What follows belongs to an exercise in optimizing a design on an open flow for small area and a short achievable clock period; a production flow would make more cautious choices.
No run shown here included a check of the RTL's function; only the layout flow was run.

==> flow/design.v (outline; a module is shown in full before it is edited, if it fits) <==
// module cordic: 3098 lines
module cordic (
    input  wire        clk,
    input  wire        rst,
    input  wire        valid_i,
    input  wire signed [16:0] x_i,
    input  wire signed [16:0] y_i,
    output wire        valid_o,
    output wire signed [16:0] x_o,
    output wire signed [16:0] y_o
    );
  // ...
==> flow/run.sh <==
#!/bin/bash
# synth_recipe.tcl (not shown) runs the flow's synth.tcl, then flattens the netlist and writes it again
# the make line also repeats each setting of config.mk as NAME=value (left out here)
make -C /OpenROAD-flow-scripts/flow DESIGN_CONFIG=/design/flow/config.mk WORK_HOME=/design/flow/orfs CLKGATE_MAP_FILE= SYNTH_SCRIPT=/design/flow/synth_recipe.tcl finish
==> flow/config.mk <==
export PLATFORM = sky130hd
export DESIGN_NAME = cordic
export DESIGN_NICKNAME = cordic
export VERILOG_FILES = /design/flow/design.v
export SDC_FILE = /design/flow/constraint.sdc
export NUM_CORES = 4
export LEC_CHECK = 0
export CAP_MARGIN = 20
export CORE_MARGIN = 2
export CORE_UTILIZATION = 40
export SLEW_MARGIN = 20
==> flow/constraint.sdc <==
create_clock -name core_clock -period 4.6 [get_ports {clk}]
set_input_delay 0.9200 -clock core_clock [delete_from_list [all_inputs] [get_ports {clk}]]
set_output_delay 0.9200 -clock core_clock [all_outputs]
set_load 0.01 [all_outputs]
==> impl_metrics.ini, run 1 <==
[placed_design]
hpwl_um = 61180
gp_congestion = 0.8230
pre_cts_slack_ps = 767.6

[synth]
synth_nets = 4098
synthSimpleGateAreaFrac_pct = 8.319
synthXorXnorAreaFrac_pct = 14.24
netlist_instances = 3398
synthMuxAreaShare_pct = 0.4851
synthAdderAreaFrac_pct = 29.00
synth_area_sq_um = 34820

[global_routing]
grt-busiest-layer = met2
use_met2_pct = 31.69
grt_max_degree = 21

[detailed_routing]
via_per_inst = 4.786

[layout]
regArea_sq_um = 11510
final_cell_mix = dfxtp_1 (575), inv_1 (439), ha_1 (423)
multiInputGateArea_sq_um = 21520
multi_input_cells = 2349
multi_input_area_share_pct = 54.71

[setup_path]
r2r_end = rd9$_DFF_P_
path_buf_inv = 1

[timing]
drv_slew = 0
period_minus_slack_ps = 3830

[clock_network]
cts_setup_buffers = 0
cts_sinks = 575

[outcome]
outcome = complete, no violations
==> inputs of run 2 (changes only) <==
--- a/flow/config.mk
+++ b/flow/config.mk
@@ -8,4 +8,5 @@
 export CAP_MARGIN = 20
 export CORE_MARGIN = 2
 export CORE_UTILIZATION = 40
+export SETUP_SLACK_MARGIN = 1.0
 export SLEW_MARGIN = 20
==> impl_metrics.ini, run 2 <==
[detailed_routing]
drt_iter0_markers = 682
wire_per_inst_um = 15.55
via_per_inst = 4.784
ant_nets = 0
dr.pass1.iters = 5
drc = 0
wirelength_um = 73570
vias = 22640

[global_routing]
grt_overflow = 0
grt_antenna_before_repair = 0
grt_pass1_vias = 23850
grt_max_degree = 21
grt_pass1_wl_um = 121200
gr-usage-all-layers_pct = 16.79

[placed_design]
pre_cts_slack_ps = 704.2
dp_cells = 4610
place_area_sq_um = 37010
gp_congestion = 0.8261
port_buffers = 71
hpwl_um = 61500

[synth]
async_flop_share_pct = 0
yosysTopAreaCell = dfxtp_1
synth.area.top_cells = dfxtp_1 (33%), ha_1 (15%), fa_1 (14%), xnor2_1 (7.8%), xor2_1 (6.4%)
synth-edff-count = 0
ys.flop_type = dfxtp_1
synth.most_common_cell = dfxtp_1
synth_cell_types = 54
yosys_warnings = 1
synth_area_sq_um = 34820
syn_area_per_cell_sq_um = 10.25
ys_seq_area_share_pct = 33.06
synth.top_cell.area_share_pct = 33.06
synth_nets = 4098
netlist_instances = 3398
ys_ff_latch = 575
synth_commonest_cells = dfxtp_1 (575), inv_1 (439), ha_1 (423), xnor2_1 (310), xor2_1 (256)

[floorplan]
placeableCoreArea_sq_um = 86480
design.die.area_sq_um = 89420
die_width_um = 299.0
die_h_um = 299.0
start_util_pct = 40.26
io_pins = 72
rows = 108

[clock_network]
clkTransAtPathRegs_ps = 60
cts_tree = yes
htreeDepth = 3
cts_buffers = 67
clk_latency_ps = 620
ctsHoldBuffers = 0
cts_buffer_depth = 3
clockRootBuffer = clkbuf_16
cts_sinks = 575

[setup_path]
path_max_fanout = 6
path_cells = xor2_1 > ha_1 > nand2_1 > nor3b_2 > nor4_1 > o31ai_2 > o21ai_2 > o21a_1 > fa_1 > inv_1 > or4_1 > nor4_2 > a31oi_1
ff2ff_setup_slack_ps = 1080
cp_slowest_stage_delay_ps = 570
start_kind = flip-flop
worst-endpoint-required_ps = 5090
path_delay_family = simple AND/OR/NAND/NOR gates
worst_path_max_delay_cell = or4_1
arrival_ps = 4010
critPathCaptureType = flip-flop
critical_path_class = reg2reg
path_buf_inv = 1

[layout]
final_cell_mix = dfxtp_1 (561), inv_1 (438), ha_1 (422)
layout_commonest_cell = dfxtp_1
finalNonFillerCells = 4732
postLayoutCellArea_sq_um = 39590
area.growth.synth_to_final_pct = 13.72
n_antenna_cell = 0
drive_gt1_share_pct = 6.402
final_nets = 4231

[timing]
worstMarginPinSlew_ps = 899.3
rsz0062_at_grt = yes
period_minus_slack_ps = 3522
skew_ps = 34.01
hold_viol_final = 0
final.setup.tns_ps = 0
period_share_pct = 76.57
max_slew_margin_pct = 39.61
fmax_mhz = 283.9
setup_viol = 0
setup_ws_ps = 1078
drv_slew = 0

[outcome]
outcome = complete, no violations

[flow_run]
cap_viol_max_count = 0

[worst_hold_path]
hold_class = reg2reg
run 2: worst reg2reg max path: cells and delay by family (launching register included):
family	cells	cell delay, ps
xor gates and xnor gates	1	170
DFF	1	370
and+or+nand+nor	5	1150
AOI/OAI and AO/OA	4	820
adders and majority gates	2	840
buffers and inverters	1	40
run 2: kinds of logic (layout without fill, tap and decap cells):
family,Yosys count,count (layout),share of synthesized area (%)
XOR/XNOR,566,566,14.24
multiplexers,15,15,0.4851
AND/OR/NAND/NOR,559,559,8.319
AO/OA/AOI/OAI,546,546,9.739
flip-flops,575,575,33.06
adder cells (fa/ha/maj),663,663,29.00
buffers and inverters,474,653,5.157
run 2: routing by layer:
layer	part of all wire, %	track usage (%)	vias to the layer above	wire, um
li1	-	-	11570	-
met1	42	19.30	10690	31180
met2	52	31.83	268	38250
met3	3.1	2.566	107	2271
met4	2.5	4.940	0	1869
met5	0	0	-	0
run 2: worst paths after layout:
path,startpoint,to,cells after the start
max,rd_a$_DFF_P_,rd0$_DFF_P_,13
min,vp[12]$_SDFF_PP0_,vp[13]$_SDFF_PP0_,1
max reg2reg,rd_a$_DFF_P_,rd0$_DFF_P_,13
min reg2reg,vp[12]$_SDFF_PP0_,vp[13]$_SDFF_PP0_,1
run 2: layout make-up:
| cell class | instances | area (sq um) |
|---|---|---|
| Clock buffer | 85 | 1866 |
| Clock inverter | 30 | 504.2 |
| Fill cell | 8193 | 46890 |
| Inverter | 439 | 1652 |
| Multi-Input combinational cell | 2349 | 21640 |
| Sequential cell | 575 | 11560 |
| Tap cell | 1155 | 1445 |
| Timing Repair Buffer | 99 | 932.1 |
run 2: what timing repair did:
| item | CTS | global route |
|---|---|---|
| pin swaps | 1 | 13 |
| setup buffers | 0 | 7 |
| endpoints found under the setup margin | 14 | 19 |
| gates resized for setup | 14 | 35 |
run 2: per-stage QoR:
stage	hold slack (ps)	util, %
floorplan	413.8	-
global placement	415.8	42.79
detailed placement	422.0	42.79
CTS	418.2	45.57
global route	429.5	45.78
finish	419.5	45.78
==> inputs of run 3 (changes only) <==
--- a/flow/config.mk
+++ b/flow/config.mk
@@ -8,5 +8,5 @@
 export CAP_MARGIN = 20
 export CORE_MARGIN = 2
 export CORE_UTILIZATION = 40
-export SETUP_SLACK_MARGIN = 1.0
+export SETUP_SLACK_MARGIN = 1.5
 export SLEW_MARGIN = 20
==> impl_metrics.ini, run 3 <==
[timing]
period_share_pct = 71.25
period_minus_slack_ps = 3277
drv_slew = 0
skew_ps = 31.28
worstMarginPinSlew_ps = 756.2
setup_viol = 0
fmax_mhz = 305.1
max_slew_margin_pct = 49.41
final.setup.tns_ps = 0
rsz0062_at_grt = yes
hold_viol_final = 0

[layout]
final_nets = 4314
finalNonFillerCells = 4820
drive_gt1_share_pct = 12.14
final_cell_mix = dfxtp_1 (555), inv_1 (437), ha_1 (414)
layout_commonest_cell = dfxtp_1
final.fill_count = 8042
n_antenna_cell = 0
multiInputGateArea_sq_um = 22580
postLayoutCellArea_sq_um = 41300
regArea_sq_um = 11570
utilization_pct = 47.76
area.growth.synth_to_final_pct = 18.63

[worst_hold_path]
hold_class = reg2reg
hold_depth = 1
whs_endpoint = vp[3]$_SDFF_PP0_
min_from = vp[2]$_SDFF_PP0_

[setup_path]
worst_path_max_delay_cell = fa_1
cp.depth = 13
ff2ff_setup_slack_ps = 1320
path_delay_family = simple AND/OR/NAND/NOR gates
path_cells = xor2_1 > ha_1 > nand2_1 > nor3b_2 > nor4_2 > o31ai_2 > o21ai_2 > o21a_1 > fa_1 > inv_1 > or4_4 > nor4_4 > a31oi_1
reg2reg_depth = 13
cp_slowest_stage_delay_ps = 530
start_kind = flip-flop
r2r_start = rd_a$_DFF_P_
arrival_ps = 3760
crit_path_start = rd_a$_DFF_P_
critical_path_class = reg2reg
r2r_end = rd0$_DFF_P_
critPathCaptureType = flip-flop
path_buf_inv = 1
worst-endpoint-required_ps = 5090
path_max_fanout = 8

[detailed_routing]
ant_nets = 0
drt_iter0_markers = 785
dr.pass1.iters = 5
vias = 23160
wire_per_inst_um = 15.88
drc = 0
wirelength_um = 76520
via_per_inst = 4.805

[global_routing]
grt_overflow = 0
grt_pass1_wl_um = 125000
gr-usage-all-layers_pct = 17.36
grt_antenna_before_repair = 0
grt_pass1_vias = 24410
grt_max_degree = 22

[floorplan]
design.die.area_sq_um = 89420
rows = 108
start_util_pct = 40.26
io_pins = 72
die_h_um = 299.0
die_width_um = 299.0
placeableCoreArea_sq_um = 86480

[synth]
yosys_warnings = 1
ys_ff_latch = 575
syn_area_per_cell_sq_um = 10.25
ys.flop_type = dfxtp_1
ys_seq_area_share_pct = 33.06
synth-edff-count = 0
synth.top_cell.area_share_pct = 33.06
async_flop_share_pct = 0
synth_commonest_cells = dfxtp_1 (575), inv_1 (439), ha_1 (423), xnor2_1 (310), xor2_1 (256)
synth.area.top_cells = dfxtp_1 (33%), ha_1 (15%), fa_1 (14%), xnor2_1 (7.8%), xor2_1 (6.4%)
netlist_instances = 3398
synth_nets = 4098
synth.most_common_cell = dfxtp_1
synth_area_sq_um = 34820
yosysTopAreaCell = dfxtp_1
synth_cell_types = 54

[clock_network]
cts_buffer_depth = 3
cts_sinks = 575
cts_tree = yes
cts_buffers = 68
htreeDepth = 3
clkTransAtPathRegs_ps = 60
clk_latency_ps = 620
clockRootBuffer = clkbuf_16

[placed_design]
port_buffers = 71
hpwl_um = 61910
place_area_sq_um = 37220
gp_congestion = 0.8191
dp_cells = 4605

[outcome]
outcome = complete, no violations

[flow_run]
cap_viol_max_count = 0
## run 3: cell count changes in the layout (fill, tap and decap cells not counted), sizes merged
cell and delta:
buf +82, bufinv -1, clkbuf +5, clkinv +4, inv -2
## run 3: worst max-delay path by stage
| stage | end | slack [ps] |
|---|---|---|
| 2_1_floorplan | rd0$_DFF_P_ | 1300 |
| 3_3_place_gp | rd9$_DFF_P_ | 920 |
| 3_5_place_dp | rd9$_DFF_P_ | 860 |
| 4_1_cts | rd0$_DFF_P_ | 1200 |
| 5_1_grt | rd0$_DFF_P_ | 1110 |
| 6_report | rd0$_DFF_P_ | 1320 |
## run 3: kinds of logic after synthesis
| group | share of synthesized area, % |
|---|---|
| fa+ha+maj | 29.00 |
| buf+inv | 5.157 |
| xor+xnor | 14.24 |
| mux | 0.4851 |
| flops | 33.06 |
| compound gates | 9.739 |
| simple gates | 8.319 |
## run 3: stage by stage
stage	hold slack (ps)	setup slack [ps]
6_report	435.6	1323
3_5_place_dp	422.3	855.5
5_1_grt	455.8	1114
3_3_place_gp	416.5	924.5
2_1_floorplan	413.8	1295
4_1_cts	438.2	1199
## run 3: cell type report
cell class,instances,area share (%)
clock buffers,90,4.641
multi-input cells,2349,54.67
repair buffers,181,4.026
inverters,439,3.999
well taps,1155,3.499
clock inverters,31,1.145
flip-flops and latches,575,28.02
## run 3: per-layer routing
| metal | GRT usage (%) | part of all wire, % | vias to the layer above |
|---|---|---|---|
| met1 | 19.95 | 42 | 11040 |
| met4 | 6.060 | 3.2 | 0 |
| met2 | 32.74 | 53 | 267 |
| met5 | 0 | 0 | - |
| li1 | - | - | 11730 |
| met3 | 2.305 | 2.5 | 132 |
## run 3: repair_timing
action | 4_1_cts | 5_1_grt
resized for setup | 79 | 126
hold buffers | 0 | 0
endpoints found under the setup margin | 124 | 59
pin swaps | 56 | 79
setup buffers | 63 | 31
==> inputs of run 4 (changes only) <==
--- a/flow/config.mk
+++ b/flow/config.mk
@@ -8,5 +8,5 @@
 export CAP_MARGIN = 20
 export CORE_MARGIN = 2
 export CORE_UTILIZATION = 40
-export SETUP_SLACK_MARGIN = 1.5
+export SETUP_SLACK_MARGIN = 2.0
 export SLEW_MARGIN = 20
==> impl_metrics.ini, run 4 <==
[setup_path]
arrival_ps = 3950
path_cells = xor2_1 > ha_1 > nand2_2 > nor3b_4 > nor4_4 > o31ai_4 > o21ai_2 > o21a_1 > fa_1 > inv_1 > or4_4 > nor4_4 > a31oi_1
worst_path_max_delay_cell = fa_1
cp_slowest_stage_delay_ps = 530
start_kind = flip-flop
path_max_fanout = 7
critical_path_class = reg2reg
critPathCaptureType = flip-flop
cpMostUsedCell = nor4_4
worst-endpoint-required_ps = 5090

[timing]
max_slew_margin_pct = 59.74
drv_slew = 0
skew_ps = 41.06
rsz0062_at_grt = yes
period_share_pct = 75.16
period_minus_slack_ps = 3457
fmax_mhz = 289.3
final.setup.tns_ps = 0
worstMarginPinSlew_ps = 602.0
hold_viol_final = 0
setup_viol = 0

[clock_network]
cts_buffers = 67
cts_buffer_depth = 3
clk_latency_ps = 620
htreeDepth = 3
clockRootBuffer = clkbuf_16
cts_tree = yes
clkTransAtPathRegs_ps = 60
cts_sinks = 575

[synth]
netlist_instances = 3398
yosys_warnings = 1
synth.area.top_cells = dfxtp_1 (33%), ha_1 (15%), fa_1 (14%), xnor2_1 (7.8%), xor2_1 (6.4%)
ys.flop_type = dfxtp_1
synth_area_sq_um = 34820
syn_area_per_cell_sq_um = 10.25
async_flop_share_pct = 0
synth.most_common_cell = dfxtp_1
synth_cell_types = 54
synth.top_cell.area_share_pct = 33.06
synth_nets = 4098
ys_ff_latch = 575
yosysTopAreaCell = dfxtp_1
synth_commonest_cells = dfxtp_1 (575), inv_1 (439), ha_1 (423), xnor2_1 (310), xor2_1 (256)
synth-edff-count = 0
ys_seq_area_share_pct = 33.06

[detailed_routing]
wirelength_um = 83770
drt_iter0_markers = 810
wire_per_inst_um = 16.68
ant_nets = 0
dr.pass1.iters = 5
drc = 0
via_per_inst = 4.871
vias = 24460

[floorplan]
design.die.area_sq_um = 89420
placeableCoreArea_sq_um = 86480
io_pins = 72
start_util_pct = 40.26
die_h_um = 299.0
rows = 108
die_width_um = 299.0

[flow_run]
cap_viol_max_count = 0

[global_routing]
grt_pass1_wl_um = 131300
grt_pass1_vias = 25800
gr-usage-all-layers_pct = 18.21
grt_antenna_before_repair = 0
grt_max_degree = 18
grt_overflow = 0

[placed_design]
port_buffers = 71
hpwl_um = 61720
gp_congestion = 0.8127

[outcome]
outcome = complete, no violations

[worst_hold_path]
hold_class = reg2reg

[layout]
final.fill_count = 7296
drive_gt1_share_pct = 30.20
final_cell_mix = dfxtp_1 (535), inv_1 (423), ha_1 (346)
regArea_sq_um = 11610
area.growth.synth_to_final_pct = 35.14
final_nets = 4514
multiInputGateArea_sq_um = 26400
n_antenna_cell = 0
layout_commonest_cell = dfxtp_1
-- run 4: cell types whose count changed in the layout (fill, tap and decap cells not counted), sizes merged --
cell / before / now
clkinvlp: 4 / 5
inv: 441 / 440
buf: 110 / 311
clkinv: 16 / 19
bufinv: 9 / 7
-- run 4: cell families after synthesis --
group / share of synthesized area (%)
AND/OR/NAND/NOR: 8.319
multiplexers: 0.4851
flip-flops: 33.06
buffers and inverters: 5.157
XOR/XNOR: 14.24
adder cells (fa/ha/maj): 29.00
AO/OA/AOI/OAI: 9.739
-- run 4: path summary, 6_finish.rpt --
kind | from | end | slack [ps] | cells past startpoint
worst min-delay path | vp[4]$_SDFF_PP0_ | vp[5]$_SDFF_PP0_ | 410 | 1
worst max register to register | rd_a$_DFF_P_ | rd0$_DFF_P_ | 1140 | 13
worst max-delay path | rd_a$_DFF_P_ | rd0$_DFF_P_ | 1140 | 13
worst min register to register | vp[4]$_SDFF_PP0_ | vp[5]$_SDFF_PP0_ | 410 | 1
-- run 4: metrics by stage --
step	hold slack [ps]	util, %	cell area [sq um]	instances	worst slack, ps
after floorplan	413.8	-	35650	3398	1295
after global placement	416.7	43.35	37490	4601	755.0
after detailed placement	427.0	43.35	37490	4601	781.1
after CTS	410.6	50.15	43380	4896	1230
after global routing	426.3	54.41	47050	5022	993.4
final	406.2	54.41	47050	5022	1143
-- run 4: area by class of cell --
cell class / instances / share of cell area (%)
Clock buffer: 90 / 4.138
Clock inverter: 32 / 0.8829
Tap cell: 1155 / 3.071
Inverter: 439 / 3.510
Sequential cell: 575 / 24.67
Timing Repair Buffer: 382 / 7.627
Multi-Input combinational cell: 2349 / 56.10
-- run 4: per-layer routing --
| layer | part of all wire [%] | vias to the layer above | GRT usage, % |
|---|---|---|---|
| li1 | - | 12110 | - |
| met4 | 3.5 | 0 | 6.726 |
| met3 | 2.3 | 174 | 2.414 |
| met2 | 54 | 274 | 34.85 |
| met5 | 0 | - | 0 |
| met1 | 40 | 11910 | 20.38 |
-- run 4: what timing repair did --
item / CTS / global route
pin swaps: 244 / 325
setup buffers: 173 / 126
hold buffers: 0 / 0
resized for setup: 450 / 496
endpoints found under the setup margin: 329 / 227
-- run 4: critical path: cells and delay by family, from the launching register on --
kind | cells | cell delay, ps
buffers and inverters | 1 | 50
adder cells (fa/ha/maj) | 2 | 870
XOR/XNOR | 1 | 180
AND/OR/NAND/NOR | 5 | 1130
AO/OA/AOI/OAI | 4 | 730
flip-flops | 1 | 380
==> inputs of run 5 (changes only) <==
--- a/flow/config.mk
+++ b/flow/config.mk
@@ -8,5 +8,5 @@
 export CAP_MARGIN = 20
 export CORE_MARGIN = 2
 export CORE_UTILIZATION = 40
-export SETUP_SLACK_MARGIN = 2.0
+export SETUP_SLACK_MARGIN = 2.5
 export SLEW_MARGIN = 20
==> impl_metrics.ini, run 5 <==
[clock_network]
clk_latency_ps = 620
clkTransAtPathRegs_ps = 60
cts_buffer_depth = 3
htreeDepth = 3
clockRootBuffer = clkbuf_16
cts_tree = yes
cts_sinks = 575
cts_buffers = 67

[setup_path]
critical_path_class = reg2reg
arrival_ps = 3790
path_cells = buf_8 > xor2_1 > ha_1 > nand3_2 > o31ai_4 > o21ai_2 > o21a_1 > fa_1 > inv_1 > or4_4 > nor4_4 > a31oi_1
worst-endpoint-required_ps = 5090
worst_path_max_delay_cell = fa_1
critPathCaptureType = flip-flop
start_kind = flip-flop
path_max_fanout = 10
cp_slowest_stage_delay_ps = 530

[timing]
drv_slew = 0
rsz0062_at_grt = yes
period_share_pct = 71.72
fmax_mhz = 303.1
worstMarginPinSlew_ps = 750.0
skew_ps = 32.35
max_slew_margin_pct = 49.85
setup_viol = 0
hold_viol_final = 0
period_minus_slack_ps = 3299
hold_ws_ps = 431.2
final.setup.tns_ps = 0

[synth]
netlist_instances = 3398
synth_area_sq_um = 34820
synth.top_cell.area_share_pct = 33.06
syn_area_per_cell_sq_um = 10.25
synth_commonest_cells = dfxtp_1 (575), inv_1 (439), ha_1 (423), xnor2_1 (310), xor2_1 (256)
synth-edff-count = 0
ys_seq_area_share_pct = 33.06
synth_nets = 4098
yosys_warnings = 1
async_flop_share_pct = 0
ys.flop_type = dfxtp_1
synth.most_common_cell = dfxtp_1
synth_cell_types = 54
ys_ff_latch = 575
synth.area.top_cells = dfxtp_1 (33%), ha_1 (15%), fa_1 (14%), xnor2_1 (7.8%), xor2_1 (6.4%)
yosysTopAreaCell = dfxtp_1

[detailed_routing]
dr.pass1.iters = 4
drt_iter0_markers = 742
vias = 24850
met1_length_um = 33180
wirelength_um = 88220
drc = 0
top_layer = met4
wl_met3_um = 1969
ant_nets = 0
wl_met2_um = 49360
via_per_inst = 4.908
wire_per_inst_um = 17.42

[placed_design]
port_buffers = 71
dp_cells = 4603
place_area_sq_um = 38590
hpwl_um = 64720
gp_congestion = 0.8292

[floorplan]
design.die.area_sq_um = 89420
placeableCoreArea_sq_um = 86480
die_width_um = 299.0
start_util_pct = 40.26
die_h_um = 299.0
io_pins = 72
rows = 108

[layout]
final_nets = 4560
layout_commonest_cell = dfxtp_1
area.growth.synth_to_final_pct = 41.05
drive_gt1_share_pct = 39.36
finalNonFillerCells = 5063
n_antenna_cell = 0
final_cell_mix = dfxtp_1 (535), inv_1 (392), ha_1 (339)
postLayoutCellArea_sq_um = 49110

[outcome]
outcome = complete, no violations

[global_routing]
gr-usage-all-layers_pct = 19.12
grt_overflow = 0
grt_antenna_before_repair = 0
grt_max_degree = 18
grt_pass1_wl_um = 136500
grt_pass1_vias = 26590

[worst_hold_path]
hold_class = reg2reg

[flow_run]
cap_viol_max_count = 0
-- run 5: worst max-delay path: cells and delay by family (launching register included) --
kind            cells  cell delay (ps)
buf+inv             2              200
fa+ha+maj           2              910
compound gates      4              750
simple gates        3              760
flops               1              390
xor+xnor            1              160
-- run 5: cells by family (layout without fill, tap and decap cells) --
logic type               Yosys count  in the layout  share of synthesized area (%)
AO/OA/AOI/OAI                    546            546                          9.739
XOR/XNOR                         566            566                          14.24
adder cells (fa/ha/maj)          663            663                          29.00
buffers and inverters            474            984                          5.157
flip-flops                       575            575                          33.06
multiplexers                      15             15                         0.4851
AND/OR/NAND/NOR                  559            559                          8.319
-- run 5: timing repair --
action,CTS,global route
pin swaps,267,276
cloned,2,1
setup buffers,217,123
endpoints found under the setup margin,460,429
resized for setup,704,471
endpoints found under the hold margin,0,0
hold buffers,0,0
-- run 5: area by class of cell --
type | instances | area (sq um)
clock buffers | 81 | 1839
clock inverters | 36 | 564.3
fillers | 7039 | 37370
inverters | 439 | 1672
multi-input cells | 2349 | 27900
flip-flops and latches | 575 | 11600
well taps | 1155 | 1445
repair buffers | 428 | 4085
-- run 5: path summary, 6_finish.rpt --
| check | startpoint | endpoint | slack (ps) | depth (start not counted) |
|---|---|---|---|---|
| setup reg to reg | rd_a$_DFF_P_ | rd0$_DFF_P_ | 1300 | 12 |
| hold reg to reg | vp[8]$_SDFF_PP0_ | vp[9]$_SDFF_PP0_ | 430 | 1 |
| setup / recovery | rd_a$_DFF_P_ | rd0$_DFF_P_ | 1300 | 12 |
| hold / removal | vp[8]$_SDFF_PP0_ | vp[9]$_SDFF_PP0_ | 430 | 1 |
-- run 5: layer usage --
metal | global-route usage, % | vias up
li1 | - | 12160
met1 | 20.10 | 12170
met2 | 37.97 | 315
met3 | 2.472 | 205
met4 | 7.571 | 0
met5 | 0 | -
-- run 5: per-stage QoR --
| step | util, % | setup slack [ps] |
|---|---|---|
| 3_3_place_gp | 44.62 | 828.0 |
| 6_report | 56.79 | 1301 |
| 2_1_floorplan | - | 1303 |
| 3_5_place_dp | 44.62 | 741.4 |
| 4_1_cts | 52.74 | 1248 |
| 5_1_grt | 56.79 | 1102 |

## afterwards: timing with drivers on the ports
In the flow no input, the clock included, has a driving cell. The finished layouts below were timed again as built, in two steps. Step 1: set_driving_cell puts a clkbuf_16 on clk and a buf_2 on each other input, an assumption about the parent block. Step 2 adds t to the input delays and takes it off the output delays; t is the mean of the earliest and latest rising clock arrival at the registers after step 1. Input paths then give back, and output paths get back, about the clock's delay inside the block. a / b / c = ideal ports / drivers / drivers and shift; a / b = the first two.
run	t (ns)	setup slack, ns	worst hold slack (ns)	latest minus earliest clock arrival (ns)	worst slew at a driven data input, ns
run 1	0.657	0.770 / 0.770 / 0.770	0.431 / 0.431 / 0.431	0.049 / 0.050	0.04
run 2	0.657	1.078 / 1.078 / 1.078	0.419 / 0.419 / 0.419	0.037 / 0.037	0.04
run 3	0.663	1.323 / 1.323 / 1.323	0.436 / 0.436 / 0.436	0.035 / 0.035	0.04
run 4	0.673	1.143 / 1.143 / 1.143	0.406 / 0.406 / 0.406	0.042 / 0.041	0.05
run 5	0.669	1.301 / 1.301 / 1.301	0.431 / 0.431 / 0.431	0.034 / 0.034	0.05
After both steps every run listed still meets setup and hold.
